From an optimization exercise on the open Yosys and OpenROAD flow, aimed at small area, a short achievable clock period and few clock cycles; shortcuts taken in it are not production practice. Function was checked by simulation only, so behaviour that the tests miss may differ from the original. Power is estimated from default activity; no workload was simulated.

==> flow/design.v <==
`timescale 1ns / 1ps
module fmultiplier(
    input  wire        clk,
    input  wire        rst,
    input  wire        valid,       
    input  wire [31:0] a,
    input  wire [31:0] b,
    output reg  [31:0] z,
    output reg         out_valid    
);
    function automatic [4:0] msb23(input [22:0] x);
        integer i;
        begin
            msb23 = 5'd0;
            for (i = 0; i < 23; i = i + 1)
                if (x[i]) msb23 = i[4:0];
        end
    endfunction
    function automatic [4:0] tz24(input [23:0] x);
        integer i;
        reg found;
        begin
            tz24 = 5'd24;
            found = 1'b0;
            for (i = 0; i < 24; i = i + 1)
                if (!found && x[i]) begin
                    tz24 = i[4:0];
                    found = 1'b1;
                end
        end
    endfunction
    wire        sa = a[31], sb = b[31];
    wire [7:0]  ea = a[30:23], eb = b[30:23];
    wire [22:0] fa = a[22:0], fb = b[22:0];
    wire a_ez = (ea == 8'h00), b_ez = (eb == 8'h00);
    wire a_eo = (ea == 8'hFF), b_eo = (eb == 8'hFF);
    wire a_fz = (fa == 23'd0), b_fz = (fb == 23'd0);
    wire a_nan  = a_eo & ~a_fz, b_nan  = b_eo & ~b_fz;
    wire a_inf  = a_eo &  a_fz, b_inf  = b_eo &  b_fz;
    wire a_zero = a_ez &  a_fz, b_zero = b_ez &  b_fz;
    wire is_nan  = a_nan | b_nan | (a_inf & b_zero) | (b_inf & a_zero);
    wire is_inf  = a_inf | b_inf;
    wire is_zero = a_zero | b_zero;
    wire [23:0] ma = {~a_ez, fa};
    wire [23:0] mb = {~b_ez, fb};
    wire [7:0]  xa = {ea[7:1], ea[0] | a_ez};
    wire [7:0]  xb = {eb[7:1], eb[0] | b_ez};
    wire [26:0] yb = {2'b00, mb, 1'b0};
    wire [12:0] bn;               
    wire [24:0] bm0, bm1, bm2, bm3, bm4, bm5, bm6, bm7, bm8, bm9, bm10, bm11, bm12;
    wire [24:0] bmx [0:12];
    genvar gi;
    generate
        for (gi = 0; gi < 13; gi = gi + 1) begin : g_booth
            wire d2 = yb[2*gi+2], d1 = yb[2*gi+1], d0 = yb[2*gi];
            wire one = d1 ^ d0;
            wire two = ~one & (d2 ^ d1);
            assign bn[gi] = d2;
            assign bmx[gi] = (({25{one}} & {1'b0, ma}) | ({25{two}} & {ma, 1'b0})) ^ {25{bn[gi]}};
        end
    endgenerate
    assign bm0 = bmx[0];   assign bm1 = bmx[1];   assign bm2 = bmx[2];
    assign bm3 = bmx[3];   assign bm4 = bmx[4];   assign bm5 = bmx[5];
    assign bm6 = bmx[6];   assign bm7 = bmx[7];   assign bm8 = bmx[8];
    assign bm9 = bmx[9];   assign bm10 = bmx[10]; assign bm11 = bmx[11];
    assign bm12 = bmx[12];
    wire hs0, hc0;
    fmul_ha u_ha0 (.a(bn[8]), .b(bm0[16]), .s(hs0), .co(hc0));
    wire hs1, hc1;
    fmul_ha u_ha1 (.a(bm0[17]), .b(bm1[15]), .s(hs1), .co(hc1));
    wire fs0, fc0;
    fmul_fa u_fa0 (.a(bn[9]), .b(bm0[18]), .c(bm1[16]), .s(fs0), .co(fc0));
    wire hs2, hc2;
    fmul_ha u_ha2 (.a(bm2[14]), .b(bm3[12]), .s(hs2), .co(hc2));
    wire fs1, fc1;
    fmul_fa u_fa1 (.a(bm0[19]), .b(bm1[17]), .c(bm2[15]), .s(fs1), .co(fc1));
    wire hs3, hc3;
    fmul_ha u_ha3 (.a(bm3[13]), .b(bm4[11]), .s(hs3), .co(hc3));
    wire fs2, fc2;
    fmul_fa u_fa2 (.a(bn[10]), .b(bm0[20]), .c(bm1[18]), .s(fs2), .co(fc2));
    wire fs3, fc3;
    fmul_fa u_fa3 (.a(bm2[16]), .b(bm3[14]), .c(bm4[12]), .s(fs3), .co(fc3));
    wire hs4, hc4;
    fmul_ha u_ha4 (.a(bm5[10]), .b(bm6[8]), .s(hs4), .co(hc4));
    wire fs4, fc4;
    fmul_fa u_fa4 (.a(bm0[21]), .b(bm1[19]), .c(bm2[17]), .s(fs4), .co(fc4));
    wire fs5, fc5;
    fmul_fa u_fa5 (.a(bm3[15]), .b(bm4[13]), .c(bm5[11]), .s(fs5), .co(fc5));
    wire hs5, hc5;
    fmul_ha u_ha5 (.a(bm6[9]), .b(bm7[7]), .s(hs5), .co(hc5));
    wire fs6, fc6;
    fmul_fa u_fa6 (.a(bn[11]), .b(bm0[22]), .c(bm1[20]), .s(fs6), .co(fc6));
    wire fs7, fc7;
    fmul_fa u_fa7 (.a(bm2[18]), .b(bm3[16]), .c(bm4[14]), .s(fs7), .co(fc7));
    wire fs8, fc8;
    fmul_fa u_fa8 (.a(bm5[12]), .b(bm6[10]), .c(bm7[8]), .s(fs8), .co(fc8));
    wire hs6, hc6;
    fmul_ha u_ha6 (.a(bm8[6]), .b(bm9[4]), .s(hs6), .co(hc6));
    wire fs9, fc9;
    fmul_fa u_fa9 (.a(bm0[23]), .b(bm1[21]), .c(bm2[19]), .s(fs9), .co(fc9));
    wire fs10, fc10;
    fmul_fa u_fa10 (.a(bm3[17]), .b(bm4[15]), .c(bm5[13]), .s(fs10), .co(fc10));
    wire fs11, fc11;
    fmul_fa u_fa11 (.a(bm6[11]), .b(bm7[9]), .c(bm8[7]), .s(fs11), .co(fc11));
    wire hs7, hc7;
    fmul_ha u_ha7 (.a(bm9[5]), .b(bm10[3]), .s(hs7), .co(hc7));
    wire fs12, fc12;
    fmul_fa u_fa12 (.a(bm0[24]), .b(bm1[22]), .c(bm2[20]), .s(fs12), .co(fc12));
    wire fs13, fc13;
    fmul_fa u_fa13 (.a(bm3[18]), .b(bm4[16]), .c(bm5[14]), .s(fs13), .co(fc13));
    wire fs14, fc14;
    fmul_fa u_fa14 (.a(bm6[12]), .b(bm7[10]), .c(bm8[8]), .s(fs14), .co(fc14));
    wire fs15, fc15;
    fmul_fa u_fa15 (.a(bm9[6]), .b(bm10[4]), .c(bm11[2]), .s(fs15), .co(fc15));
    wire fs16, fc16;
    fmul_fa u_fa16 (.a(bn[0]), .b(bm1[23]), .c(bm2[21]), .s(fs16), .co(fc16));
    wire fs17, fc17;
    fmul_fa u_fa17 (.a(bm3[19]), .b(bm4[17]), .c(bm5[15]), .s(fs17), .co(fc17));
    wire fs18, fc18;
    fmul_fa u_fa18 (.a(bm6[13]), .b(bm7[11]), .c(bm8[9]), .s(fs18), .co(fc18));
    wire fs19, fc19;
    fmul_fa u_fa19 (.a(bm9[7]), .b(bm10[5]), .c(bm11[3]), .s(fs19), .co(fc19));
    wire fs20, fc20;
    fmul_fa u_fa20 (.a(bn[0]), .b(bm1[24]), .c(bm2[22]), .s(fs20), .co(fc20));
    wire fs21, fc21;
    fmul_fa u_fa21 (.a(bm3[20]), .b(bm4[18]), .c(bm5[16]), .s(fs21), .co(fc21));
    wire fs22, fc22;
    fmul_fa u_fa22 (.a(bm6[14]), .b(bm7[12]), .c(bm8[10]), .s(fs22), .co(fc22));
    wire fs23, fc23;
    fmul_fa u_fa23 (.a(bm9[8]), .b(bm10[6]), .c(bm11[4]), .s(fs23), .co(fc23));
    wire fs24, fc24;
    fmul_fa u_fa24 (.a(~bn[0]), .b(~bn[1]), .c(bm2[23]), .s(fs24), .co(fc24));
    wire fs25, fc25;
    fmul_fa u_fa25 (.a(bm3[21]), .b(bm4[19]), .c(bm5[17]), .s(fs25), .co(fc25));
    wire fs26, fc26;
    fmul_fa u_fa26 (.a(bm6[15]), .b(bm7[13]), .c(bm8[11]), .s(fs26), .co(fc26));
    wire fs27, fc27;
    fmul_fa u_fa27 (.a(bm9[9]), .b(bm10[7]), .c(bm11[5]), .s(fs27), .co(fc27));
    wire fs28, fc28;
    fmul_fa u_fa28 (.a(1'b1), .b(bm2[24]), .c(bm3[22]), .s(fs28), .co(fc28));
    wire fs29, fc29;
    fmul_fa u_fa29 (.a(bm4[20]), .b(bm5[18]), .c(bm6[16]), .s(fs29), .co(fc29));
    wire fs30, fc30;
    fmul_fa u_fa30 (.a(bm7[14]), .b(bm8[12]), .c(bm9[10]), .s(fs30), .co(fc30));
    wire hs8, hc8;
    fmul_ha u_ha8 (.a(bm10[8]), .b(bm11[6]), .s(hs8), .co(hc8));
    wire fs31, fc31;
    fmul_fa u_fa31 (.a(~bn[2]), .b(bm3[23]), .c(bm4[21]), .s(fs31), .co(fc31));
    wire fs32, fc32;
    fmul_fa u_fa32 (.a(bm5[19]), .b(bm6[17]), .c(bm7[15]), .s(fs32), .co(fc32));
    wire fs33, fc33;
    fmul_fa u_fa33 (.a(bm8[13]), .b(bm9[11]), .c(bm10[9]), .s(fs33), .co(fc33));
    wire fs34, fc34;
    fmul_fa u_fa34 (.a(1'b1), .b(bm3[24]), .c(bm4[22]), .s(fs34), .co(fc34));
    wire fs35, fc35;
    fmul_fa u_fa35 (.a(bm5[20]), .b(bm6[18]), .c(bm7[16]), .s(fs35), .co(fc35));
    wire hs9, hc9;
    fmul_ha u_ha9 (.a(bm8[14]), .b(bm9[12]), .s(hs9), .co(hc9));
    wire fs36, fc36;
    fmul_fa u_fa36 (.a(~bn[3]), .b(bm4[23]), .c(bm5[21]), .s(fs36), .co(fc36));
    wire fs37, fc37;
    fmul_fa u_fa37 (.a(bm6[19]), .b(bm7[17]), .c(bm8[15]), .s(fs37), .co(fc37));
    wire fs38, fc38;
    fmul_fa u_fa38 (.a(1'b1), .b(bm4[24]), .c(bm5[22]), .s(fs38), .co(fc38));
    wire hs10, hc10;
    fmul_ha u_ha10 (.a(bm6[20]), .b(bm7[18]), .s(hs10), .co(hc10));
    wire fs39, fc39;
    fmul_fa u_fa39 (.a(~bn[4]), .b(bm5[23]), .c(bm6[21]), .s(fs39), .co(fc39));
    wire hs11, hc11;
    fmul_ha u_ha11 (.a(1'b1), .b(bm5[24]), .s(hs11), .co(hc11));
    wire hs12, hc12;
    fmul_ha u_ha12 (.a(bn[5]), .b(bm0[10]), .s(hs12), .co(hc12));
    wire hs13, hc13;
    fmul_ha u_ha13 (.a(bm0[11]), .b(bm1[9]), .s(hs13), .co(hc13));
    wire fs40, fc40;
    fmul_fa u_fa40 (.a(bn[6]), .b(bm0[12]), .c(bm1[10]), .s(fs40), .co(fc40));
    wire hs14, hc14;
    fmul_ha u_ha14 (.a(bm2[8]), .b(bm3[6]), .s(hs14), .co(hc14));
    wire fs41, fc41;
    fmul_fa u_fa41 (.a(bm0[13]), .b(bm1[11]), .c(bm2[9]), .s(fs41), .co(fc41));
    wire hs15, hc15;
    fmul_ha u_ha15 (.a(bm3[7]), .b(bm4[5]), .s(hs15), .co(hc15));
    wire fs42, fc42;
    fmul_fa u_fa42 (.a(bn[7]), .b(bm0[14]), .c(bm1[12]), .s(fs42), .co(fc42));
    wire fs43, fc43;
    fmul_fa u_fa43 (.a(bm2[10]), .b(bm3[8]), .c(bm4[6]), .s(fs43), .co(fc43));
    wire hs16, hc16;
    fmul_ha u_ha16 (.a(bm5[4]), .b(bm6[2]), .s(hs16), .co(hc16));
    wire fs44, fc44;
    fmul_fa u_fa44 (.a(bm0[15]), .b(bm1[13]), .c(bm2[11]), .s(fs44), .co(fc44));
    wire fs45, fc45;
    fmul_fa u_fa45 (.a(bm3[9]), .b(bm4[7]), .c(bm5[5]), .s(fs45), .co(fc45));
    wire hs17, hc17;
    fmul_ha u_ha17 (.a(bm6[3]), .b(bm7[1]), .s(hs17), .co(hc17));
    wire fs46, fc46;
    fmul_fa u_fa46 (.a(bm1[14]), .b(bm2[12]), .c(bm3[10]), .s(fs46), .co(fc46));
    wire fs47, fc47;
    fmul_fa u_fa47 (.a(bm4[8]), .b(bm5[6]), .c(bm6[4]), .s(fs47), .co(fc47));
    wire fs48, fc48;
    fmul_fa u_fa48 (.a(bm7[2]), .b(bm8[0]), .c(hs0), .s(fs48), .co(fc48));
    wire fs49, fc49;
    fmul_fa u_fa49 (.a(bm2[13]), .b(bm3[11]), .c(bm4[9]), .s(fs49), .co(fc49));
    wire fs50, fc50;
    fmul_fa u_fa50 (.a(bm5[7]), .b(bm6[5]), .c(bm7[3]), .s(fs50), .co(fc50));
    wire fs51, fc51;
    fmul_fa u_fa51 (.a(bm8[1]), .b(hc0), .c(hs1), .s(fs51), .co(fc51));
    wire fs52, fc52;
    fmul_fa u_fa52 (.a(bm4[10]), .b(bm5[8]), .c(bm6[6]), .s(fs52), .co(fc52));
    wire fs53, fc53;
    fmul_fa u_fa53 (.a(bm7[4]), .b(bm8[2]), .c(bm9[0]), .s(fs53), .co(fc53));
    wire fs54, fc54;
    fmul_fa u_fa54 (.a(hc1), .b(hs2), .c(fs0), .s(fs54), .co(fc54));
    wire fs55, fc55;
    fmul_fa u_fa55 (.a(bm5[9]), .b(bm6[7]), .c(bm7[5]), .s(fs55), .co(fc55));
    wire fs56, fc56;
    fmul_fa u_fa56 (.a(bm8[3]), .b(bm9[1]), .c(hc2), .s(fs56), .co(fc56));
    wire fs57, fc57;
    fmul_fa u_fa57 (.a(hs3), .b(fc0), .c(fs1), .s(fs57), .co(fc57));
    wire fs58, fc58;
    fmul_fa u_fa58 (.a(bm7[6]), .b(bm8[4]), .c(bm9[2]), .s(fs58), .co(fc58));
    wire fs59, fc59;
    fmul_fa u_fa59 (.a(bm10[0]), .b(hc3), .c(hs4), .s(fs59), .co(fc59));
    wire fs60, fc60;
    fmul_fa u_fa60 (.a(fc1), .b(fs2), .c(fs3), .s(fs60), .co(fc60));
    wire fs61, fc61;
    fmul_fa u_fa61 (.a(bm8[5]), .b(bm9[3]), .c(bm10[1]), .s(fs61), .co(fc61));
    wire fs62, fc62;
    fmul_fa u_fa62 (.a(hc4), .b(hs5), .c(fc2), .s(fs62), .co(fc62));
    wire fs63, fc63;
    fmul_fa u_fa63 (.a(fc3), .b(fs4), .c(fs5), .s(fs63), .co(fc63));
    wire fs64, fc64;
    fmul_fa u_fa64 (.a(bm10[2]), .b(bm11[0]), .c(hc5), .s(fs64), .co(fc64));
    wire fs65, fc65;
    fmul_fa u_fa65 (.a(hs6), .b(fc4), .c(fc5), .s(fs65), .co(fc65));
    wire fs66, fc66;
    fmul_fa u_fa66 (.a(fs6), .b(fs7), .c(fs8), .s(fs66), .co(fc66));
    wire fs67, fc67;
    fmul_fa u_fa67 (.a(bm11[1]), .b(hc6), .c(hs7), .s(fs67), .co(fc67));
    wire fs68, fc68;
    fmul_fa u_fa68 (.a(fc6), .b(fc7), .c(fc8), .s(fs68), .co(fc68));
    wire fs69, fc69;
    fmul_fa u_fa69 (.a(fs9), .b(fs10), .c(fs11), .s(fs69), .co(fc69));
    wire fs70, fc70;
    fmul_fa u_fa70 (.a(bm12[0]), .b(hc7), .c(fc9), .s(fs70), .co(fc70));
    wire fs71, fc71;
    fmul_fa u_fa71 (.a(fc10), .b(fc11), .c(fs12), .s(fs71), .co(fc71));
    wire fs72, fc72;
    fmul_fa u_fa72 (.a(fs13), .b(fs14), .c(fs15), .s(fs72), .co(fc72));
    wire fs73, fc73;
    fmul_fa u_fa73 (.a(bm12[1]), .b(fc12), .c(fc13), .s(fs73), .co(fc73));
    wire fs74, fc74;
    fmul_fa u_fa74 (.a(fc14), .b(fc15), .c(fs16), .s(fs74), .co(fc74));
    wire fs75, fc75;
    fmul_fa u_fa75 (.a(fs17), .b(fs18), .c(fs19), .s(fs75), .co(fc75));
    wire fs76, fc76;
    fmul_fa u_fa76 (.a(bm12[2]), .b(fc16), .c(fc17), .s(fs76), .co(fc76));
    wire fs77, fc77;
    fmul_fa u_fa77 (.a(fc18), .b(fc19), .c(fs20), .s(fs77), .co(fc77));
    wire fs78, fc78;
    fmul_fa u_fa78 (.a(fs21), .b(fs22), .c(fs23), .s(fs78), .co(fc78));
    wire fs79, fc79;
    fmul_fa u_fa79 (.a(bm12[3]), .b(fc20), .c(fc21), .s(fs79), .co(fc79));
    wire fs80, fc80;
    fmul_fa u_fa80 (.a(fc22), .b(fc23), .c(fs24), .s(fs80), .co(fc80));
    wire fs81, fc81;
    fmul_fa u_fa81 (.a(fs25), .b(fs26), .c(fs27), .s(fs81), .co(fc81));
    wire fs82, fc82;
    fmul_fa u_fa82 (.a(bm12[4]), .b(hs8), .c(fc24), .s(fs82), .co(fc82));
    wire fs83, fc83;
    fmul_fa u_fa83 (.a(fc25), .b(fc26), .c(fc27), .s(fs83), .co(fc83));
    wire fs84, fc84;
    fmul_fa u_fa84 (.a(fs28), .b(fs29), .c(fs30), .s(fs84), .co(fc84));
    wire fs85, fc85;
    fmul_fa u_fa85 (.a(bm11[7]), .b(bm12[5]), .c(hc8), .s(fs85), .co(fc85));
    wire fs86, fc86;
    fmul_fa u_fa86 (.a(fc28), .b(fc29), .c(fc30), .s(fs86), .co(fc86));
    wire fs87, fc87;
    fmul_fa u_fa87 (.a(fs31), .b(fs32), .c(fs33), .s(fs87), .co(fc87));
    wire fs88, fc88;
    fmul_fa u_fa88 (.a(bm10[10]), .b(bm11[8]), .c(bm12[6]), .s(fs88), .co(fc88));
    wire fs89, fc89;
    fmul_fa u_fa89 (.a(hs9), .b(fc31), .c(fc32), .s(fs89), .co(fc89));
    wire fs90, fc90;
    fmul_fa u_fa90 (.a(fc33), .b(fs34), .c(fs35), .s(fs90), .co(fc90));
    wire fs91, fc91;
    fmul_fa u_fa91 (.a(bm9[13]), .b(bm10[11]), .c(bm11[9]), .s(fs91), .co(fc91));
    wire fs92, fc92;
    fmul_fa u_fa92 (.a(bm12[7]), .b(hc9), .c(fc34), .s(fs92), .co(fc92));
    wire fs93, fc93;
    fmul_fa u_fa93 (.a(fc35), .b(fs36), .c(fs37), .s(fs93), .co(fc93));
    wire fs94, fc94;
    fmul_fa u_fa94 (.a(bm8[16]), .b(bm9[14]), .c(bm10[12]), .s(fs94), .co(fc94));
    wire fs95, fc95;
    fmul_fa u_fa95 (.a(bm11[10]), .b(bm12[8]), .c(hs10), .s(fs95), .co(fc95));
    wire fs96, fc96;
    fmul_fa u_fa96 (.a(fc36), .b(fc37), .c(fs38), .s(fs96), .co(fc96));
    wire fs97, fc97;
    fmul_fa u_fa97 (.a(bm7[19]), .b(bm8[17]), .c(bm9[15]), .s(fs97), .co(fc97));
    wire fs98, fc98;
    fmul_fa u_fa98 (.a(bm10[13]), .b(bm11[11]), .c(bm12[9]), .s(fs98), .co(fc98));
    wire fs99, fc99;
    fmul_fa u_fa99 (.a(hc10), .b(fc38), .c(fs39), .s(fs99), .co(fc99));
    wire fs100, fc100;
    fmul_fa u_fa100 (.a(bm6[22]), .b(bm7[20]), .c(bm8[18]), .s(fs100), .co(fc100));
    wire fs101, fc101;
    fmul_fa u_fa101 (.a(bm9[16]), .b(bm10[14]), .c(bm11[12]), .s(fs101), .co(fc101));
    wire fs102, fc102;
    fmul_fa u_fa102 (.a(bm12[10]), .b(hs11), .c(fc39), .s(fs102), .co(fc102));
    wire fs103, fc103;
    fmul_fa u_fa103 (.a(~bn[5]), .b(bm6[23]), .c(bm7[21]), .s(fs103), .co(fc103));
    wire fs104, fc104;
    fmul_fa u_fa104 (.a(bm8[19]), .b(bm9[17]), .c(bm10[15]), .s(fs104), .co(fc104));
    wire fs105, fc105;
    fmul_fa u_fa105 (.a(bm11[13]), .b(bm12[11]), .c(hc11), .s(fs105), .co(fc105));
    wire fs106, fc106;
    fmul_fa u_fa106 (.a(1'b1), .b(bm6[24]), .c(bm7[22]), .s(fs106), .co(fc106));
    wire fs107, fc107;
    fmul_fa u_fa107 (.a(bm8[20]), .b(bm9[18]), .c(bm10[16]), .s(fs107), .co(fc107));
    wire hs18, hc18;
    fmul_ha u_ha18 (.a(bm11[14]), .b(bm12[12]), .s(hs18), .co(hc18));
    wire fs108, fc108;
    fmul_fa u_fa108 (.a(~bn[6]), .b(bm7[23]), .c(bm8[21]), .s(fs108), .co(fc108));
    wire fs109, fc109;
    fmul_fa u_fa109 (.a(bm9[19]), .b(bm10[17]), .c(bm11[15]), .s(fs109), .co(fc109));
    wire fs110, fc110;
    fmul_fa u_fa110 (.a(1'b1), .b(bm7[24]), .c(bm8[22]), .s(fs110), .co(fc110));
    wire hs19, hc19;
    fmul_ha u_ha19 (.a(bm9[20]), .b(bm10[18]), .s(hs19), .co(hc19));
    wire fs111, fc111;
    fmul_fa u_fa111 (.a(~bn[7]), .b(bm8[23]), .c(bm9[21]), .s(fs111), .co(fc111));
    wire hs20, hc20;
    fmul_ha u_ha20 (.a(1'b1), .b(bm8[24]), .s(hs20), .co(hc20));
    wire hs21, hc21;
    fmul_ha u_ha21 (.a(bn[3]), .b(bm0[6]), .s(hs21), .co(hc21));
    wire hs22, hc22;
    fmul_ha u_ha22 (.a(bm0[7]), .b(bm1[5]), .s(hs22), .co(hc22));
    wire fs112, fc112;
    fmul_fa u_fa112 (.a(bn[4]), .b(bm0[8]), .c(bm1[6]), .s(fs112), .co(fc112));
    wire hs23, hc23;
    fmul_ha u_ha23 (.a(bm2[4]), .b(bm3[2]), .s(hs23), .co(hc23));
    wire fs113, fc113;
    fmul_fa u_fa113 (.a(bm0[9]), .b(bm1[7]), .c(bm2[5]), .s(fs113), .co(fc113));
    wire hs24, hc24;
    fmul_ha u_ha24 (.a(bm3[3]), .b(bm4[1]), .s(hs24), .co(hc24));
    wire fs114, fc114;
    fmul_fa u_fa114 (.a(bm1[8]), .b(bm2[6]), .c(bm3[4]), .s(fs114), .co(fc114));
    wire fs115, fc115;
    fmul_fa u_fa115 (.a(bm4[2]), .b(bm5[0]), .c(hs12), .s(fs115), .co(fc115));
    wire fs116, fc116;
    fmul_fa u_fa116 (.a(bm2[7]), .b(bm3[5]), .c(bm4[3]), .s(fs116), .co(fc116));
    wire fs117, fc117;
    fmul_fa u_fa117 (.a(bm5[1]), .b(hc12), .c(hs13), .s(fs117), .co(fc117));
    wire fs118, fc118;
    fmul_fa u_fa118 (.a(bm4[4]), .b(bm5[2]), .c(bm6[0]), .s(fs118), .co(fc118));
    wire fs119, fc119;
    fmul_fa u_fa119 (.a(hc13), .b(hs14), .c(fs40), .s(fs119), .co(fc119));
    wire fs120, fc120;
    fmul_fa u_fa120 (.a(bm5[3]), .b(bm6[1]), .c(hc14), .s(fs120), .co(fc120));
    wire fs121, fc121;
    fmul_fa u_fa121 (.a(hs15), .b(fc40), .c(fs41), .s(fs121), .co(fc121));
    wire fs122, fc122;
    fmul_fa u_fa122 (.a(bm7[0]), .b(hc15), .c(hs16), .s(fs122), .co(fc122));
    wire fs123, fc123;
    fmul_fa u_fa123 (.a(fc41), .b(fs42), .c(fs43), .s(fs123), .co(fc123));
    wire fs124, fc124;
    fmul_fa u_fa124 (.a(hc16), .b(hs17), .c(fc42), .s(fs124), .co(fc124));
    wire fs125, fc125;
    fmul_fa u_fa125 (.a(fc43), .b(fs44), .c(fs45), .s(fs125), .co(fc125));
    wire fs126, fc126;
    fmul_fa u_fa126 (.a(hc17), .b(fc44), .c(fc45), .s(fs126), .co(fc126));
    wire fs127, fc127;
    fmul_fa u_fa127 (.a(fs46), .b(fs47), .c(fs48), .s(fs127), .co(fc127));
    wire fs128, fc128;
    fmul_fa u_fa128 (.a(fc46), .b(fc47), .c(fs49), .s(fs128), .co(fc128));
    wire fs129, fc129;
    fmul_fa u_fa129 (.a(fs50), .b(fc48), .c(fs51), .s(fs129), .co(fc129));
    wire fs130, fc130;
    fmul_fa u_fa130 (.a(fc49), .b(fc50), .c(fs52), .s(fs130), .co(fc130));
    wire fs131, fc131;
    fmul_fa u_fa131 (.a(fs53), .b(fc51), .c(fs54), .s(fs131), .co(fc131));
    wire fs132, fc132;
    fmul_fa u_fa132 (.a(fc52), .b(fc53), .c(fs55), .s(fs132), .co(fc132));
    wire fs133, fc133;
    fmul_fa u_fa133 (.a(fs56), .b(fc54), .c(fs57), .s(fs133), .co(fc133));
    wire fs134, fc134;
    fmul_fa u_fa134 (.a(fc55), .b(fs58), .c(fc56), .s(fs134), .co(fc134));
    wire fs135, fc135;
    fmul_fa u_fa135 (.a(fs59), .b(fc57), .c(fs60), .s(fs135), .co(fc135));
    wire fs136, fc136;
    fmul_fa u_fa136 (.a(fc58), .b(fs61), .c(fc59), .s(fs136), .co(fc136));
    wire fs137, fc137;
    fmul_fa u_fa137 (.a(fc60), .b(fs62), .c(fs63), .s(fs137), .co(fc137));
    wire fs138, fc138;
    fmul_fa u_fa138 (.a(fc61), .b(fs64), .c(fc62), .s(fs138), .co(fc138));
    wire fs139, fc139;
    fmul_fa u_fa139 (.a(fc63), .b(fs65), .c(fs66), .s(fs139), .co(fc139));
    wire fs140, fc140;
    fmul_fa u_fa140 (.a(fc64), .b(fs67), .c(fc65), .s(fs140), .co(fc140));
    wire fs141, fc141;
    fmul_fa u_fa141 (.a(fc66), .b(fs68), .c(fs69), .s(fs141), .co(fc141));
    wire fs142, fc142;
    fmul_fa u_fa142 (.a(fc67), .b(fc68), .c(fc69), .s(fs142), .co(fc142));
    wire fs143, fc143;
    fmul_fa u_fa143 (.a(fs70), .b(fs71), .c(fs72), .s(fs143), .co(fc143));
    wire fs144, fc144;
    fmul_fa u_fa144 (.a(fc70), .b(fc71), .c(fc72), .s(fs144), .co(fc144));
    wire fs145, fc145;
    fmul_fa u_fa145 (.a(fs73), .b(fs74), .c(fs75), .s(fs145), .co(fc145));
    wire fs146, fc146;
    fmul_fa u_fa146 (.a(fc73), .b(fc74), .c(fc75), .s(fs146), .co(fc146));
    wire fs147, fc147;
    fmul_fa u_fa147 (.a(fs76), .b(fs77), .c(fs78), .s(fs147), .co(fc147));
    wire fs148, fc148;
    fmul_fa u_fa148 (.a(fc76), .b(fc77), .c(fc78), .s(fs148), .co(fc148));
    wire fs149, fc149;
    fmul_fa u_fa149 (.a(fs79), .b(fs80), .c(fs81), .s(fs149), .co(fc149));
    wire fs150, fc150;
    fmul_fa u_fa150 (.a(fc79), .b(fc80), .c(fc81), .s(fs150), .co(fc150));
    wire fs151, fc151;
    fmul_fa u_fa151 (.a(fs82), .b(fs83), .c(fs84), .s(fs151), .co(fc151));
    wire fs152, fc152;
    fmul_fa u_fa152 (.a(fs85), .b(fc82), .c(fc83), .s(fs152), .co(fc152));
    wire fs153, fc153;
    fmul_fa u_fa153 (.a(fc84), .b(fs86), .c(fs87), .s(fs153), .co(fc153));
    wire fs154, fc154;
    fmul_fa u_fa154 (.a(fs88), .b(fc85), .c(fc86), .s(fs154), .co(fc154));
    wire fs155, fc155;
    fmul_fa u_fa155 (.a(fc87), .b(fs89), .c(fs90), .s(fs155), .co(fc155));
    wire fs156, fc156;
    fmul_fa u_fa156 (.a(fc88), .b(fs91), .c(fc89), .s(fs156), .co(fc156));
    wire fs157, fc157;
    fmul_fa u_fa157 (.a(fc90), .b(fs92), .c(fs93), .s(fs157), .co(fc157));
    wire fs158, fc158;
    fmul_fa u_fa158 (.a(fc91), .b(fs94), .c(fs95), .s(fs158), .co(fc158));
    wire fs159, fc159;
    fmul_fa u_fa159 (.a(fc92), .b(fc93), .c(fs96), .s(fs159), .co(fc159));
    wire fs160, fc160;
    fmul_fa u_fa160 (.a(fc94), .b(fs97), .c(fs98), .s(fs160), .co(fc160));
    wire fs161, fc161;
    fmul_fa u_fa161 (.a(fc95), .b(fc96), .c(fs99), .s(fs161), .co(fc161));
    wire fs162, fc162;
    fmul_fa u_fa162 (.a(fc97), .b(fc98), .c(fs100), .s(fs162), .co(fc162));
    wire fs163, fc163;
    fmul_fa u_fa163 (.a(fs101), .b(fc99), .c(fs102), .s(fs163), .co(fc163));
    wire fs164, fc164;
    fmul_fa u_fa164 (.a(fc100), .b(fc101), .c(fs103), .s(fs164), .co(fc164));
    wire fs165, fc165;
    fmul_fa u_fa165 (.a(fs104), .b(fs105), .c(fc102), .s(fs165), .co(fc165));
    wire fs166, fc166;
    fmul_fa u_fa166 (.a(hs18), .b(fc103), .c(fc104), .s(fs166), .co(fc166));
    wire fs167, fc167;
    fmul_fa u_fa167 (.a(fs106), .b(fs107), .c(fc105), .s(fs167), .co(fc167));
    wire fs168, fc168;
    fmul_fa u_fa168 (.a(bm12[13]), .b(hc18), .c(fc106), .s(fs168), .co(fc168));
    wire fs169, fc169;
    fmul_fa u_fa169 (.a(fc107), .b(fs108), .c(fs109), .s(fs169), .co(fc169));
    wire fs170, fc170;
    fmul_fa u_fa170 (.a(bm11[16]), .b(bm12[14]), .c(hs19), .s(fs170), .co(fc170));
    wire fs171, fc171;
    fmul_fa u_fa171 (.a(fc108), .b(fc109), .c(fs110), .s(fs171), .co(fc171));
    wire fs172, fc172;
    fmul_fa u_fa172 (.a(bm10[19]), .b(bm11[17]), .c(bm12[15]), .s(fs172), .co(fc172));
    wire fs173, fc173;
    fmul_fa u_fa173 (.a(hc19), .b(fc110), .c(fs111), .s(fs173), .co(fc173));
    wire fs174, fc174;
    fmul_fa u_fa174 (.a(bm9[22]), .b(bm10[20]), .c(bm11[18]), .s(fs174), .co(fc174));
    wire fs175, fc175;
    fmul_fa u_fa175 (.a(bm12[16]), .b(hs20), .c(fc111), .s(fs175), .co(fc175));
    wire fs176, fc176;
    fmul_fa u_fa176 (.a(~bn[8]), .b(bm9[23]), .c(bm10[21]), .s(fs176), .co(fc176));
    wire fs177, fc177;
    fmul_fa u_fa177 (.a(bm11[19]), .b(bm12[17]), .c(hc20), .s(fs177), .co(fc177));
    wire fs178, fc178;
    fmul_fa u_fa178 (.a(1'b1), .b(bm9[24]), .c(bm10[22]), .s(fs178), .co(fc178));
    wire hs25, hc25;
    fmul_ha u_ha25 (.a(bm11[20]), .b(bm12[18]), .s(hs25), .co(hc25));
    wire fs179, fc179;
    fmul_fa u_fa179 (.a(~bn[9]), .b(bm10[23]), .c(bm11[21]), .s(fs179), .co(fc179));
    wire hs26, hc26;
    fmul_ha u_ha26 (.a(1'b1), .b(bm10[24]), .s(hs26), .co(hc26));
    wire hs27, hc27;
    fmul_ha u_ha27 (.a(bn[2]), .b(bm0[4]), .s(hs27), .co(hc27));
    wire hs28, hc28;
    fmul_ha u_ha28 (.a(bm0[5]), .b(bm1[3]), .s(hs28), .co(hc28));
    wire fs180, fc180;
    fmul_fa u_fa180 (.a(bm1[4]), .b(bm2[2]), .c(bm3[0]), .s(fs180), .co(fc180));
    wire fs181, fc181;
    fmul_fa u_fa181 (.a(bm2[3]), .b(bm3[1]), .c(hc21), .s(fs181), .co(fc181));
    wire fs182, fc182;
    fmul_fa u_fa182 (.a(bm4[0]), .b(hc22), .c(hs23), .s(fs182), .co(fc182));
    wire fs183, fc183;
    fmul_fa u_fa183 (.a(hc23), .b(hs24), .c(fc112), .s(fs183), .co(fc183));
    wire fs184, fc184;
    fmul_fa u_fa184 (.a(hc24), .b(fc113), .c(fs114), .s(fs184), .co(fc184));
    wire fs185, fc185;
    fmul_fa u_fa185 (.a(fc114), .b(fs116), .c(fc115), .s(fs185), .co(fc185));
    wire fs186, fc186;
    fmul_fa u_fa186 (.a(fc116), .b(fs118), .c(fc117), .s(fs186), .co(fc186));
    wire fs187, fc187;
    fmul_fa u_fa187 (.a(fc118), .b(fs120), .c(fc119), .s(fs187), .co(fc187));
    wire fs188, fc188;
    fmul_fa u_fa188 (.a(fc120), .b(fs122), .c(fc121), .s(fs188), .co(fc188));
    wire fs189, fc189;
    fmul_fa u_fa189 (.a(fc122), .b(fc123), .c(fs124), .s(fs189), .co(fc189));
    wire fs190, fc190;
    fmul_fa u_fa190 (.a(fc124), .b(fc125), .c(fs126), .s(fs190), .co(fc190));
    wire fs191, fc191;
    fmul_fa u_fa191 (.a(fc126), .b(fs128), .c(fc127), .s(fs191), .co(fc191));
    wire fs192, fc192;
    fmul_fa u_fa192 (.a(fc128), .b(fs130), .c(fc129), .s(fs192), .co(fc192));
    wire fs193, fc193;
    fmul_fa u_fa193 (.a(fc130), .b(fs132), .c(fc131), .s(fs193), .co(fc193));
    wire fs194, fc194;
    fmul_fa u_fa194 (.a(fc132), .b(fs134), .c(fc133), .s(fs194), .co(fc194));
    wire fs195, fc195;
    fmul_fa u_fa195 (.a(fc134), .b(fs136), .c(fc135), .s(fs195), .co(fc195));
    wire fs196, fc196;
    fmul_fa u_fa196 (.a(fc136), .b(fs138), .c(fc137), .s(fs196), .co(fc196));
    wire fs197, fc197;
    fmul_fa u_fa197 (.a(fc138), .b(fs140), .c(fc139), .s(fs197), .co(fc197));
    wire fs198, fc198;
    fmul_fa u_fa198 (.a(fc140), .b(fc141), .c(fs142), .s(fs198), .co(fc198));
    wire fs199, fc199;
    fmul_fa u_fa199 (.a(fc142), .b(fc143), .c(fs144), .s(fs199), .co(fc199));
    wire fs200, fc200;
    fmul_fa u_fa200 (.a(fc144), .b(fc145), .c(fs146), .s(fs200), .co(fc200));
    wire fs201, fc201;
    fmul_fa u_fa201 (.a(fc146), .b(fc147), .c(fs148), .s(fs201), .co(fc201));
    wire fs202, fc202;
    fmul_fa u_fa202 (.a(fc148), .b(fc149), .c(fs150), .s(fs202), .co(fc202));
    wire fs203, fc203;
    fmul_fa u_fa203 (.a(fc150), .b(fs152), .c(fc151), .s(fs203), .co(fc203));
    wire fs204, fc204;
    fmul_fa u_fa204 (.a(fc152), .b(fs154), .c(fc153), .s(fs204), .co(fc204));
    wire fs205, fc205;
    fmul_fa u_fa205 (.a(fc154), .b(fs156), .c(fc155), .s(fs205), .co(fc205));
    wire fs206, fc206;
    fmul_fa u_fa206 (.a(fs158), .b(fc156), .c(fc157), .s(fs206), .co(fc206));
    wire fs207, fc207;
    fmul_fa u_fa207 (.a(fs160), .b(fc158), .c(fc159), .s(fs207), .co(fc207));
    wire fs208, fc208;
    fmul_fa u_fa208 (.a(fc160), .b(fs162), .c(fc161), .s(fs208), .co(fc208));
    wire fs209, fc209;
    fmul_fa u_fa209 (.a(fc162), .b(fs164), .c(fc163), .s(fs209), .co(fc209));
    wire fs210, fc210;
    fmul_fa u_fa210 (.a(fc164), .b(fs166), .c(fs167), .s(fs210), .co(fc210));
    wire fs211, fc211;
    fmul_fa u_fa211 (.a(fc166), .b(fs168), .c(fs169), .s(fs211), .co(fc211));
    wire fs212, fc212;
    fmul_fa u_fa212 (.a(fs170), .b(fc168), .c(fc169), .s(fs212), .co(fc212));
    wire fs213, fc213;
    fmul_fa u_fa213 (.a(fs172), .b(fc170), .c(fc171), .s(fs213), .co(fc213));
    wire fs214, fc214;
    fmul_fa u_fa214 (.a(fc172), .b(fs174), .c(fc173), .s(fs214), .co(fc214));
    wire fs215, fc215;
    fmul_fa u_fa215 (.a(fc174), .b(fs176), .c(fs177), .s(fs215), .co(fc215));
    wire fs216, fc216;
    fmul_fa u_fa216 (.a(hs25), .b(fc176), .c(fs178), .s(fs216), .co(fc216));
    wire fs217, fc217;
    fmul_fa u_fa217 (.a(bm12[19]), .b(hc25), .c(fc178), .s(fs217), .co(fc217));
    wire fs218, fc218;
    fmul_fa u_fa218 (.a(bm11[22]), .b(bm12[20]), .c(hs26), .s(fs218), .co(fc218));
    wire fs219, fc219;
    fmul_fa u_fa219 (.a(~bn[10]), .b(bm11[23]), .c(bm12[21]), .s(fs219), .co(fc219));
    wire hs29, hc29;
    fmul_ha u_ha29 (.a(1'b1), .b(bm11[24]), .s(hs29), .co(hc29));
    wire hs30, hc30;
    fmul_ha u_ha30 (.a(bn[1]), .b(bm0[2]), .s(hs30), .co(hc30));
    wire hs31, hc31;
    fmul_ha u_ha31 (.a(bm0[3]), .b(bm1[1]), .s(hs31), .co(hc31));
    wire fs220, fc220;
    fmul_fa u_fa220 (.a(bm1[2]), .b(bm2[0]), .c(hs27), .s(fs220), .co(fc220));
    wire fs221, fc221;
    fmul_fa u_fa221 (.a(bm2[1]), .b(hc27), .c(hs28), .s(fs221), .co(fc221));
    wire fs222, fc222;
    fmul_fa u_fa222 (.a(hc28), .b(hs21), .c(fs180), .s(fs222), .co(fc222));
    wire fs223, fc223;
    fmul_fa u_fa223 (.a(hs22), .b(fc180), .c(fs181), .s(fs223), .co(fc223));
    wire fs224, fc224;
    fmul_fa u_fa224 (.a(fs112), .b(fc181), .c(fs182), .s(fs224), .co(fc224));
    wire fs225, fc225;
    fmul_fa u_fa225 (.a(fs113), .b(fc182), .c(fs183), .s(fs225), .co(fc225));
    wire fs226, fc226;
    fmul_fa u_fa226 (.a(fs115), .b(fc183), .c(fs184), .s(fs226), .co(fc226));
    wire fs227, fc227;
    fmul_fa u_fa227 (.a(fs117), .b(fc184), .c(fs185), .s(fs227), .co(fc227));
    wire fs228, fc228;
    fmul_fa u_fa228 (.a(fs119), .b(fc185), .c(fs186), .s(fs228), .co(fc228));
    wire fs229, fc229;
    fmul_fa u_fa229 (.a(fs121), .b(fc186), .c(fs187), .s(fs229), .co(fc229));
    wire fs230, fc230;
    fmul_fa u_fa230 (.a(fs123), .b(fc187), .c(fs188), .s(fs230), .co(fc230));
    wire fs231, fc231;
    fmul_fa u_fa231 (.a(fs125), .b(fc188), .c(fs189), .s(fs231), .co(fc231));
    wire fs232, fc232;
    fmul_fa u_fa232 (.a(fs127), .b(fc189), .c(fs190), .s(fs232), .co(fc232));
    wire fs233, fc233;
    fmul_fa u_fa233 (.a(fs129), .b(fc190), .c(fs191), .s(fs233), .co(fc233));
    wire fs234, fc234;
    fmul_fa u_fa234 (.a(fs131), .b(fc191), .c(fs192), .s(fs234), .co(fc234));
    wire fs235, fc235;
    fmul_fa u_fa235 (.a(fs133), .b(fc192), .c(fs193), .s(fs235), .co(fc235));
    wire fs236, fc236;
    fmul_fa u_fa236 (.a(fs135), .b(fc193), .c(fs194), .s(fs236), .co(fc236));
    wire fs237, fc237;
    fmul_fa u_fa237 (.a(fs137), .b(fc194), .c(fs195), .s(fs237), .co(fc237));
    wire fs238, fc238;
    fmul_fa u_fa238 (.a(fs139), .b(fc195), .c(fs196), .s(fs238), .co(fc238));
    wire fs239, fc239;
    fmul_fa u_fa239 (.a(fs141), .b(fc196), .c(fs197), .s(fs239), .co(fc239));
    wire fs240, fc240;
    fmul_fa u_fa240 (.a(fs143), .b(fc197), .c(fs198), .s(fs240), .co(fc240));
    wire fs241, fc241;
    fmul_fa u_fa241 (.a(fs145), .b(fc198), .c(fs199), .s(fs241), .co(fc241));
    wire fs242, fc242;
    fmul_fa u_fa242 (.a(fs147), .b(fc199), .c(fs200), .s(fs242), .co(fc242));
    wire fs243, fc243;
    fmul_fa u_fa243 (.a(fs149), .b(fc200), .c(fs201), .s(fs243), .co(fc243));
    wire fs244, fc244;
    fmul_fa u_fa244 (.a(fs151), .b(fc201), .c(fs202), .s(fs244), .co(fc244));
    wire fs245, fc245;
    fmul_fa u_fa245 (.a(fs153), .b(fc202), .c(fs203), .s(fs245), .co(fc245));
    wire fs246, fc246;
    fmul_fa u_fa246 (.a(fs155), .b(fc203), .c(fs204), .s(fs246), .co(fc246));
    wire fs247, fc247;
    fmul_fa u_fa247 (.a(fs157), .b(fc204), .c(fs205), .s(fs247), .co(fc247));
    wire fs248, fc248;
    fmul_fa u_fa248 (.a(fs159), .b(fc205), .c(fs206), .s(fs248), .co(fc248));
    wire fs249, fc249;
    fmul_fa u_fa249 (.a(fs161), .b(fc206), .c(fs207), .s(fs249), .co(fc249));
    wire fs250, fc250;
    fmul_fa u_fa250 (.a(fs163), .b(fc207), .c(fs208), .s(fs250), .co(fc250));
    wire fs251, fc251;
    fmul_fa u_fa251 (.a(fs165), .b(fs209), .c(fc208), .s(fs251), .co(fc251));
    wire fs252, fc252;
    fmul_fa u_fa252 (.a(fc165), .b(fs210), .c(fc209), .s(fs252), .co(fc252));
    wire fs253, fc253;
    fmul_fa u_fa253 (.a(fc167), .b(fs211), .c(fc210), .s(fs253), .co(fc253));
    wire fs254, fc254;
    fmul_fa u_fa254 (.a(fs171), .b(fc211), .c(fs212), .s(fs254), .co(fc254));
    wire fs255, fc255;
    fmul_fa u_fa255 (.a(fs173), .b(fc212), .c(fs213), .s(fs255), .co(fc255));
    wire fs256, fc256;
    fmul_fa u_fa256 (.a(fs175), .b(fc213), .c(fs214), .s(fs256), .co(fc256));
    wire fs257, fc257;
    fmul_fa u_fa257 (.a(fc175), .b(fs215), .c(fc214), .s(fs257), .co(fc257));
    wire fs258, fc258;
    fmul_fa u_fa258 (.a(fc177), .b(fs216), .c(fc215), .s(fs258), .co(fc258));
    wire fs259, fc259;
    fmul_fa u_fa259 (.a(fs179), .b(fc216), .c(fs217), .s(fs259), .co(fc259));
    wire fs260, fc260;
    fmul_fa u_fa260 (.a(fc179), .b(fs218), .c(fc217), .s(fs260), .co(fc260));
    wire fs261, fc261;
    fmul_fa u_fa261 (.a(hc26), .b(fs219), .c(fc218), .s(fs261), .co(fc261));
    wire fs262, fc262;
    fmul_fa u_fa262 (.a(bm12[22]), .b(hs29), .c(fc219), .s(fs262), .co(fc262));
    wire fs263, fc263;
    fmul_fa u_fa263 (.a(~bn[11]), .b(bm12[23]), .c(hc29), .s(fs263), .co(fc263));
    wire [47:0] s_row = {fs263, fs262, fs261, fc259, fs259, fs258, fs257, fc255, fc254, fs254, fs253, fs252, fc250, fc249, fc248, fc247, fc246, fc245, fc244, fc243, fc242, fc241, fc240, fc239, fc238, fc237, fc236, fc235, fc234, fc233, fc232, fc231, fc230, fc229, fc228, fc227, fc226, fc225, fc224, fc223, fc222, fc221, fc220, hc31, hc30, bm1[0], bm0[1], bn[0]};
    wire [47:0] c_row = {fc262, fc261, fc260, fs260, fc258, fc257, fc256, fs256, fs255, fc253, fc252, fc251, fs251, fs250, fs249, fs248, fs247, fs246, fs245, fs244, fs243, fs242, fs241, fs240, fs239, fs238, fs237, fs236, fs235, fs234, fs233, fs232, fs231, fs230, fs229, fs228, fs227, fs226, fs225, fs224, fs223, fs222, fs221, fs220, hs31, hs30, 1'b0, bm0[0]};
    wire [4:0]  ka  = msb23(fa), kb = msb23(fb);    
    wire [5:0]  tzs = tz24(ma) + tz24(mb);          
    wire [8:0]  xs  = {1'b0, xa} + {1'b0, xb};
    wire signed [10:0] u_nn = $signed({2'b00, xs}) - 11'sd128;
    wire signed [10:0] u_an = $signed({3'b000, xb}) + $signed({6'd0, ka}) - 11'sd150;
    wire signed [10:0] u_bn = $signed({3'b000, xa}) + $signed({6'd0, kb}) - 11'sd150;
    wire signed [10:0] u  = a_ez ? u_an : (b_ez ? u_bn : u_nn);
    wire        nrm = ~u[10];                       
    wire [4:0]  t1  = a_ez ? ka : (b_ez ? kb : 5'd23);    
    wire signed [10:0] t2 = 11'sd151 - $signed({2'b00, xs});    
    wire        t2big = (xs < 9'd88);               
    wire [5:0]  t2c = t2big ? 6'd63 : t2[5:0];
    wire [5:0]  tsh = nrm ? {1'b0, t1} : t2c;       
    wire [7:0]  e_0 = nrm ? u[7:0] : 8'd0;          
    wire        ovf_hi = nrm & (u >= 11'sd254);
    wire        ovf_eq = nrm & (u == 11'sd253);
    wire        special = is_nan | is_inf | is_zero;
    wire        uf = (xs < 9'd103);                 
    wire        slow = ~special & ~uf & (a_ez | b_ez | u_nn[10]);
    localparam K = 16;
    wire [K:0]  p_lo = {1'b0, s_row[K-1:0]} + {1'b0, c_row[K-1:0]};
    reg [47:K] r_s, r_c;
    reg [K-1:0] r_plo;
    reg        r_cy;
    reg [5:0]  r_tsh;
    reg [5:0]  r_tzs;
    reg [7:0]  r_e0;
    reg        r_ovh, r_ove, r_sz, r_nan, r_inf, r_zero, r_slow;
    reg        r_v1;              
    reg        r_v2;              
    reg [47:22] r_q;              
    wire        hold = r_v1 & r_slow;
    always @(posedge clk) begin
        r_s    <= s_row[47:K];
        r_c    <= c_row[47:K];
        r_plo  <= p_lo[K-1:0];
        r_cy   <= p_lo[K];
    end
    always @(posedge clk) begin
        if (!hold) begin
            r_e0   <= e_0;
            r_tsh  <= tsh;
            r_tzs  <= tzs;
            r_ovh  <= ovf_hi & ~is_zero;
            r_ove  <= ovf_eq & ~is_zero;
            r_sz   <= sa ^ sb;
            r_nan  <= is_nan;
            r_inf  <= is_inf;
            r_zero <= is_zero | uf;
            r_slow <= slow;
        end
    end
    always @(posedge clk or posedge rst) begin
        if (rst) begin
            r_v1 <= 1'b0;
            r_v2 <= 1'b0;
        end else begin
            r_v1 <= valid;
            r_v2 <= r_v1 & r_slow;
        end
    end
    wire [48:K] p_hc = {r_s, 1'b1} + {r_c, r_cy};
    wire [47:K] p_hi = p_hc[48:K+1];
    wire [47:0] p = {p_hi, r_plo};
    wire [70:0] x  = {p, 23'd0};
    wire [70:0] qx = x >> r_tsh;
    always @(posedge clk) r_q <= qx[47:22];
    wire [47:22] q = r_v2 ? r_q : p[47:22];
    wire [7:0]  e_1 = r_e0 + 8'd1;
    wire [7:0]  e_2 = r_e0 + 8'd2;
    wire        st1 = (r_tzs < r_tsh);
    wire        st0 = (r_tzs + 6'd1 < r_tsh);
    wire        inc_h = q[23] & (st1 | q[24]);
    wire        inc_l = q[22] & (st0 | q[23]);
    wire        inc   = q[47] ? inc_h : inc_l;
    wire [30:0] pk0   = q[47] ? {e_2, q[46:24]} : {(q[46] ? e_1 : r_e0), q[45:23]};
    wire [30:0] pk    = pk0 + {30'd0, inc};
    wire        ovf   = r_ovh | (r_ove & q[47]);
    always @(*) out_valid = (r_v1 & ~r_slow) | r_v2;
    always @(*) begin
        if (r_nan)
            z = 32'h7FC0_0000;
        else if (r_inf | ovf)
            z = {r_sz, 8'hFF, 23'd0};
        else if (r_zero)
            z = {r_sz, 31'd0};
        else
            z = {r_sz, pk};
    end
endmodule
module fmul_fa(input wire a, input wire b, input wire c, output wire s, output wire co);
    assign s  = a ^ b ^ c;
    assign co = (a & b) | (a & c) | (b & c);
endmodule
module fmul_ha(input wire a, input wire b, output wire s, output wire co);
    assign s  = a ^ b;
    assign co = a & b;
endmodule
==> flow/flow/run.sh <==
#!/bin/bash
# Standard layout, with the ports buffered by buf cells instead of the delay
# buffer that buffer_ports picks by default.
export BUFFER_PORTS_ARGS="-buffer_cell sky130_fd_sc_hd__buf_2"
bash standard.sh > standard.log 2>&1
==> flow/standard.sh <==
#!/bin/bash
# synth_recipe.tcl (not shown) runs the flow's synth.tcl, then flattens the netlist and writes it again
# the make line also repeats each setting of config.mk as NAME=value (left out here)
make -C /OpenROAD-flow-scripts/flow DESIGN_CONFIG=/design/flow/config.mk WORK_HOME=/design/flow/orfs CLKGATE_MAP_FILE= SYNTH_SCRIPT=/design/flow/synth_recipe.tcl "${@:-finish}"
==> flow/config.mk <==
export PLATFORM = sky130hd
export DESIGN_NAME = fmultiplier
export DESIGN_NICKNAME = fmultiplier
export VERILOG_FILES = /design/flow/design.v
export SDC_FILE = /design/flow/constraint.sdc
export NUM_CORES = 4
export LEC_CHECK = 0
export ABC_AREA = 1
export CAP_MARGIN = 20
export CORE_MARGIN = 2
export CORE_UTILIZATION = 40
export PLACE_DENSITY = 0.6
export SETUP_SLACK_MARGIN = 4.0
export SLEW_MARGIN = 20
export SYNTH_HIERARCHICAL = 1
==> flow/constraint.sdc <==
create_clock -name core_clock -period 10.0 [get_ports {clk}]
set_input_delay 2.0000 -clock core_clock [delete_from_list [all_inputs] [get_ports {clk}]]
set_output_delay 2.0000 -clock core_clock [all_outputs]
set_load 0.01 [all_outputs]
==> flow_results.org, run 1 <==
** Status
- The run finished with no timing, DRC or antenna violations.

** Timing
- Max Clk Rate :: roughly 0.17 GHz
- Between clock sinks in the finished design, the worst skew comes to 14.5 ps.
- After routing, the total negative slack on setup checks comes to 0 ps.
- At the pin with the least slew margin, the transition time is 1140 ps.
- The routed design could run at a clock period as short as 5920 ps.
- Final hold viol count :: 0
- The final count of pins violating max slew is 0.
- Final clock period utilization by the worst path :: between 50% and 60%
- Measured against its own limit, the worst slew margin works out to 23.1%.
- Number of setup violations in the final report :: 0
- Setup repair after global routing missed its margin :: yes

** Synthesis
- Post-synth EDFFs :: 27
- Yosys warns :: 7
- After synthesis, the largest area contributor takes up 21.4% of total cell area.
- Synth top area cells :: sky130_fd_sc_hd__fa_1 21%, sky130_fd_sc_hd__xor2_1 12%, sky130_fd_sc_hd__nand2_1 11%, sky130_fd_sc_hd__dfxtp_1 8.5%, sky130_fd_sc_hd__ha_1 7.5%
- The synthesized design contains about 140 register bits.
- Most used standard cell by instance count after synthesis :: sky130_fd_sc_hd__nand2_1
- A synthesized cell averages 7.26 sq um.
- After synthesis the cells add up to approximately 25000 sq um.
- Share of async-settable or async-resettable flops after synthesis :: 1.47%
- Number of distinct standard cells referenced by the synthesized netlist :: 67
- Leading register cell type out of synthesis :: sky130_fd_sc_hd__dfxtp_1
- Most instantiated cells after synthesis :: 768 x sky130_fd_sc_hd__nand2_1, 335 x sky130_fd_sc_hd__xor2_1, 317 x sky130_fd_sc_hd__inv_1
- Area leader, netlist :: sky130_fd_sc_hd__fa_1
- Sequential-to-total area share from yosys stat :: 11.9%
- Instance count of the mapped netlist :: 3466

** Layout
- In the final layout, the multi-input gates occupy 20700 sq um.
- Post-layout net count :: between 4k and 5k
- Count of inserted antenna diode cells :: 0
- Layout cells sized above 1 :: 13.4%
- Area grow syn2layout :: 13.6%
- Final std cell area, no fill :: 28600 sq um
- The finished layout holds 4365 standard cells, fillers aside.
- Across the whole layout, storage elements account for 3010 sq um.
- Filler instances :: 6392

** Placement
- Port buffering added 99 buffers.
- Routability-driven placement finished with a final weighted congestion of 0.939.
- Detailed placement ended at an HPWL of roughly 68000 um.
- DP Cell Count :: 4268
- Area after DPL :: 26400 sq um

** Route
- Drt wl/cell :: 21.6 um
- In this run, the number of DRC markers left after iteration 0 of detailed routing was 2660.
- After detailed routing, the number of vias per cell comes to 5.68.
- For this run, the detailed router's first-pass iteration total came to 6.
- Post-detailed-routing wire length :: 94200 um
- After detailed routing, the number of remaining DRC violations is 0.
- DR vias :: 24.8k
- Once detail routing completed, the nets flagged for antenna violations numbered 0.

** Floorplanning
- Die boundary width :: 255 um
- Die Span Y :: 255 um
- After floorplanning, the core was sized to cover roughly 62000 sq um.
- I/O pin total :: 100
- In this run the core area contains 91 standard-cell rows.
- The die covers about 65000 sq um.
- Initial standard-cell utilization of the core :: 40.7%

** Power and ir drop
- Switching part of the total power :: 56.7%
- In this run the power density over the cells is approximately 370 nW/um^2.
- Summed over all cells, the static leakage comes to 13.0 nW.
- In this run, the combinational gates consume between 80% and 90% of the power.
- IR analysis of the VDD net gives a maximum drop of 0.000214 V.
- Net switching power figure :: 0.00606 W
- Int Pwr :: 0.00462 W
- In this run, the clock network consumes 6.4% of the power.
- Of the total power, registers draw 10.1%.

** Setup path
- The critical path is of the in2reg type.
- STA classifies the critical path endpoint as a register.
- The worst setup path is launched from an input port.
- Critical Path RT :: 10310 ps
- CP Max Fanout :: 29
- Signal arrival time at the worst endpoint :: 6230 ps

** Global route
- Summed over all layers, the global routing overflow is 0.
- Via count of the first global-routing pass :: 23.7k
- The first global-routing pass estimated 141000 um of wire.
- Global routing consumed, over all layers together, 28.6% of the routing resources.
- Number of antenna violations at the first check in global routing :: 0
- Entering global routing, the biggest net connects 54 pins.

** Clock tree
- The H-tree was split into 4 levels.
- CTS tree :: yes
- Root buf cell :: sky130_fd_sc_hd__clkbuf_16
- CTS Hold Buffers Added :: 0
- Clk buf depth :: 2
- Clock-pin slew was measured on the worst setup and hold paths at 70 ps.
- The number of clock buffers added by TritonCTS is 17.
- Worst-skew pair later-pin latency :: ~470 ps
- Clk sinks :: 136

** Hold path
- Worst hold path class :: reg2reg

** Run
- The tool flagged a number of max-cap violations equal to 0.
-- state kept, by name, summed over array words and instances, names as in the netlist --
signal	count
r_tsh	6
r_inf	1
r_cy	1
r_v1	1
r_e0	8
r_plo	16
r_slow	1
r_ovh	1
r_nan	1
r_sz	1
r_c	32
r_v2	1
r_tzs	6
r_s	32
r_q	26
r_ove	1
r_zero	1
-- final cells by class --
cell class              count  share of cell area, %
flip-flops and latches    136                   10.5
multi-input cells        2786                   72.4
clock inverters            15                  0.713
inverters                 354                   4.85
well taps                 837                   3.66
repair buffers            218                   6.26
clock buffers              17                   1.49
repair inverters            2                 0.0481
-- power groups by stage --
stage / Combinational [W] / Sequential, W / Clock (W)
after floorplan: 0.00594 / 0.00100 / 0
final: 0.00892 / 0.00108 / 0.000683
after detailed placement: 0.00813 / 0.00108 / 0
after global placement: 0.00803 / 0.00108 / 0
after global routing: 0.0100 / 0.00110 / 0.000717
after CTS: 0.00838 / 0.00107 / 0.000691
-- worst paths after layout --
kind | from | slack, ps | end | depth (start not counted)
max | b[21] | 4080 | r_s[33] | 13
min reg2reg | r_tsh[4] | 830 | r_q[47] | 2
min | r_tsh[4] | 830 | r_q[47] | 2
min in group asynchronous | rst | 1370 | r_v1 | 2
max reg2reg | r_c[25] | 6610 | r_q[39] | 17
max in group asynchronous | rst | 8510 | r_v2 | 2
-- metrics by stage --
| step | power (W) | hold WS (ps) | util (%) | setup WS, ps |
|---|---|---|---|---|
| after floorplan | 0.00694 | 575 | - | 3930 |
| after global placement | 0.00911 | 857 | 42.7 | 2290 |
| after detailed placement | 0.00921 | 846 | 42.7 | 2270 |
| after CTS | 0.0101 | 847 | 44.5 | 3810 |
| after global routing | 0.0118 | 834 | 46.2 | 3910 |
| final | 0.0107 | 832 | 46.2 | 4080 |
-- Yosys stat by module, one instance, submodules excluded --
module | cells inside | flops+latches
fmul_ha | 1 | 0
fmultiplier | 3170 | 136
fmul_fa | 1 | 0
-- cell families (layout without fill, tap and decap cells) --
group                    after synthesis  count (layout)  share of synthesized area (%)
buffers and inverters                556             606                           8.50
flip-flops                           136             136                           11.9
AO/OA/AOI/OAI                        647             647                           15.2
AND/OR/NAND/NOR                     1338            1341                           22.6
adder cells (fa/ha/maj)              419             419                           28.8
multiplexers                          11              11                          0.437
XOR/XNOR                             358             358                           12.5
other                                  1              10                         0.0149
-- worst max-delay path, cell delays in order --
cell                         delay, ps
sky130_fd_sc_hd__buf_2              80
sky130_fd_sc_hd__clkbuf_8          350
sky130_fd_sc_hd__clkinvlp_4        230
sky130_fd_sc_hd__ha_1              320
sky130_fd_sc_hd__nand2_2           250
sky130_fd_sc_hd__buf_4             310
sky130_fd_sc_hd__o22ai_1           120
sky130_fd_sc_hd__xor2_1            180
sky130_fd_sc_hd__fa_1              420
sky130_fd_sc_hd__fa_1              490
sky130_fd_sc_hd__fa_1              460
sky130_fd_sc_hd__fa_1              460
sky130_fd_sc_hd__fa_1              500
-- repair_timing --
action,in CTS,in global routing
buffers inserted,15,37
resized for setup,80,174
pin swaps,11,43
hold endpoints to repair,0,0
cloned,5,7
endpoints found under the setup margin,98,71
-- cell usage in the layout, fill, tap and decap left out, drive strengths merged, types with 11 or more instances in the layout --
master and n:
fa 269, or2 24, xor2 335, dfxtp 107, nand3 188, o21ai 168
xnor2 23, clkinv 25, edfxtp 27, nor2 256, o21bai 20, buf 206
a31oi 19, mux2i 11, nand2 804, inv 335, o211ai 17, clkbuf 27
a21oi 105, nand4 23, ha 150, nor3 25, o22ai 280
-- routing by layer --
| metal | part of all wire [%] | global-route usage [%] | wire length, um | vias up |
|---|---|---|---|---|
| met5 | 0 | 0 | 0 | - |
| met4 | 6.0 | 16.4 | 5650 | 0 |
| met3 | 9.5 | 5.99 | 8980 | 274 |
| met2 | 44 | 43.9 | 41100 | 1303 |
| met1 | 41 | 37.3 | 38500 | 11700 |
| li1 | - | - | - | 11500 |
Testbench counts, summed over its fixed seeds: cycles 16,082.
==> inputs of run 2 (changes only) <==
--- a/flow/design.v
+++ b/flow/design.v
@@ -658,15 +658,16 @@
     fmul_fa u_fa263 (.a(~bn[11]), .b(bm12[23]), .c(hc29), .s(fs263), .co(fc263));
     wire [47:0] s_row = {fs263, fs262, fs261, fc259, fs259, fs258, fs257, fc255, fc254, fs254, fs253, fs252, fc250, fc249, fc248, fc247, fc246, fc245, fc244, fc243, fc242, fc241, fc240, fc239, fc238, fc237, fc236, fc235, fc234, fc233, fc232, fc231, fc230, fc229, fc228, fc227, fc226, fc225, fc224, fc223, fc222, fc221, fc220, hc31, hc30, bm1[0], bm0[1], bn[0]};
     wire [47:0] c_row = {fc262, fc261, fc260, fs260, fc258, fc257, fc256, fs256, fs255, fc253, fc252, fc251, fs251, fs250, fs249, fs248, fs247, fs246, fs245, fs244, fs243, fs242, fs241, fs240, fs239, fs238, fs237, fs236, fs235, fs234, fs233, fs232, fs231, fs230, fs229, fs228, fs227, fs226, fs225, fs224, fs223, fs222, fs221, fs220, hs31, hs30, 1'b0, bm0[0]};
-    wire [4:0]  ka  = msb23(fa), kb = msb23(fb);    
+    wire        sub = a_ez | b_ez;                  
+    wire [4:0]  kn  = msb23(a_ez ? fa : fb);        
+    wire [7:0]  xo  = a_ez ? xb : xa;               
     wire [5:0]  tzs = tz24(ma) + tz24(mb);          
     wire [8:0]  xs  = {1'b0, xa} + {1'b0, xb};
     wire signed [10:0] u_nn = $signed({2'b00, xs}) - 11'sd128;
-    wire signed [10:0] u_an = $signed({3'b000, xb}) + $signed({6'd0, ka}) - 11'sd150;
-    wire signed [10:0] u_bn = $signed({3'b000, xa}) + $signed({6'd0, kb}) - 11'sd150;
-    wire signed [10:0] u  = a_ez ? u_an : (b_ez ? u_bn : u_nn);
+    wire signed [10:0] u_sn = $signed({3'b000, xo}) + $signed({6'd0, kn}) - 11'sd150;
+    wire signed [10:0] u  = sub ? u_sn : u_nn;
     wire        nrm = ~u[10];                       
-    wire [4:0]  t1  = a_ez ? ka : (b_ez ? kb : 5'd23);    
+    wire [4:0]  t1  = sub ? kn : 5'd23;             
     wire signed [10:0] t2 = 11'sd151 - $signed({2'b00, xs});    
     wire        t2big = (xs < 9'd88);               
     wire [5:0]  t2c = t2big ? 6'd63 : t2[5:0];
==> run 2 against run 1 <==
Still clean on timing, DRC and antenna. Highest routed layer unchanged. Clock power shrank 1%. Critical path depth shrank 4. Critical endpoint is now r_c[24]. Synthesized area shrank 3.0%. First-iteration DRC count shrank 20%.
==> flow_results.org, run 2 <==
** Status
- Status :: finished clean

** Layout
- Area grow syn2layout :: 16.4%
- The proportion of layout cells with a drive suffix above 1 was 16.3% (+3.0 points).
- Largest registers ranked by flip-flop count :: r_c x32, r_s x32, r_q x26
- Area used by multi-input combinational logic :: 20600 sq um (-0.74%)
- Most used cells in the layout excluding fill and tap cells :: 590 x sky130_fd_sc_hd__nand2_1, 332 x sky130_fd_sc_hd__xor2_1, 277 x sky130_fd_sc_hd__o22ai_1

** Synthesis
- The fraction of registers with async set or reset after synthesis was 1.47% (unchanged).
- Synth Area in Adders :: 28.8% (about the same)
- For this run, the leading register cell type out of synthesis is sky130_fd_sc_hd__dfxtp_1.
- Yosys warns :: 7 (unchanged)
- The register bit count reported by yosys is 136 (unchanged).
- Most used standard cell by instance count after synthesis :: sky130_fd_sc_hd__nand2_1
- Sorting the synthesized cells by how often they occur yields 622 x sky130_fd_sc_hd__nand2_1, 335 x sky130_fd_sc_hd__xor2_1, 277 x sky130_fd_sc_hd__o22ai_1.
- The count of unique library cells instantiated by Yosys is 73 (+9.0%).
- Post-Syn Area per Cell :: 7.48 sq um (+2.9%)
- Instance count of the mapped netlist :: 3267 (-5.7%)

** Timing
- Final total negative setup slack :: 0 ps (unchanged)
- The tightest slew margin relative to the limit came to 22.5% (-0.61 points).
- Setup repair after global routing missed its margin :: yes

** Global route
- The total overflow reported by the global router is 0 (unchanged).
- The global-route wire length before repair came to 136000 um (-3.3%).
- The aggregate global-route resource usage was 28.0% (-0.60 points).
- Number of antenna violations at the first check in global routing :: 1 (+1)

** Setup path
- The number of buffers and inverters on the critical path was 2 (-2).
- The worst setup path is launched from an input port.
- The largest individual stage delay along the critical path comes from the cell sky130_fd_sc_hd__clkinv_1.

** Route
- First DRT Iteration DRCs :: 2141 (-20%)
- Pre-Repair DR Iteration Count :: 6 (unchanged)
- The wire length per cell after detailed routing was 21.6 um (about the same).
- The per-cell via count in the routed design came to 5.79 (+1.8%).

** Power and ir drop
- The power per cell area was 369 nW/um^2 (-1.3%).
- Static power due to leakage :: 12.6 nW (-3.1%)

** Floorplanning
- Die boundary width :: 251 um (-1.5%)

** Placement
- The routability-driven placement congestion ratio was 0.944 (+0.52%).
-- run 2: changes by cell type after synthesis, sizes merged, moves of 11 or more --
cell   previous run  this run
nand2           801       645
ha              150       134
a21oi           105       119
inv             327       280
a31oi            19         8
nand3           188       171
o21ai           168       230
-- run 2: cells by family after synthesis --
logic type,count (synthesis)
compound gates,719
fa+ha+maj,402
flops,136
mux,6
other cells,1
buf+inv,500
xor+xnor,353
simple gates,1150
-- run 2: modules after synthesis (local to each module, per instance) --
module | times used | cells
fmultiplier | 1 | 2971
fmul_fa | 264 | 1
fmul_ha | 32 | 1
-- run 2: how the worst min path moves through the flow --
stage	slack [ps]	depth (start not counted)	to
CTS	790	2	r_q[47]
floorplan	620	3	r_q[38]
detailed placement	780	1	r_q[47]
global placement	780	1	r_q[47]
finish	830	2	r_q[47]
global route	830	2	r_q[47]
-- run 2: repair_timing --
item | 4_1_cts | 5_1_grt
cloned | 13 | 5
hold buffers | 0 | 0
setup endpoints to repair | 111 | 80
resized for setup | 112 | 239
setup buffers | 22 | 54
pin swaps | 18 | 79
-- run 2: area by class of cell --
type | count | share of cell area (%)
Sequential cell | 136 | 10.6
Inverter | 297 | 4.17
Clock buffer | 17 | 1.50
Clock inverter | 15 | 0.638
Antenna cell | 1 | 0.00880
Tap cell | 782 | 3.44
Timing Repair inverter | 4 | 0.0836
Multi-Input combinational cell | 2645 | 72.3
Timing Repair Buffer | 236 | 7.25
-- run 2: worst reg2reg max path, cell delays in order, from the launching register on --
cell	delay [ps]
sky130_fd_sc_hd__dfxtp_1	300
sky130_fd_sc_hd__ha_1	360
sky130_fd_sc_hd__a21oi_2	160
sky130_fd_sc_hd__nand2_2	110
sky130_fd_sc_hd__nand3_1	80
sky130_fd_sc_hd__nand2_1	120
sky130_fd_sc_hd__nand2_1	110
sky130_fd_sc_hd__nand2_2	100
sky130_fd_sc_hd__a21oi_1	170
sky130_fd_sc_hd__xor2_1	490
sky130_fd_sc_hd__o21ai_0	150
sky130_fd_sc_hd__inv_1	100
sky130_fd_sc_hd__nand2_1	50
sky130_fd_sc_hd__o21ai_0	90
sky130_fd_sc_hd__o21ai_0	170
sky130_fd_sc_hd__nand2_1	90
sky130_fd_sc_hd__o21ai_0	160
sky130_fd_sc_hd__o21ai_0	230
sky130_fd_sc_hd__nand2_1	120
-- run 2: per-layer routing --
metal  global-route usage [%]  vias to the layer above  share of wire, %
met4                     15.9                        0               6.5
met2                     44.3                     1151                45
li1                         -                    11000                 -
met1                     36.5                    11400                41
met3                     4.30                      280               7.6
met5                        0                        -                 0
-- run 2: metrics by stage --
step	std cells	hold slack (ps)	utilization, %	setup slack, ps	instance area, sq um
after floorplan	3276	625	-	4020	24500
after global placement	4004	784	42.3	2390	25500
after detailed placement	4005	780	42.3	2380	25500
after CTS	4072	790	44.7	3890	27000
after global routing	4133	827	47.1	3780	28400
final	4133	828	47.1	4040	28400
-- run 2: report_power, final --
part           switching, W  internal, W  total [W]  leakage, nW
clock              0.000295     0.000378   0.000673        0.294
combinational       0.00541      0.00332    0.00874         11.1
sequential         0.000152     0.000925    0.00108         1.22
Testbench counts of run 2, summed over its fixed seeds: cycles 16,082.

Check on run 2: ideal ports give 4.041 ns setup slack; a clkbuf_16 on the clock port and buf_2 on the inputs give 4.011 ns; moving port delays by the midpoint clock arrival (0.539 ns) as well gives 3.531 ns.
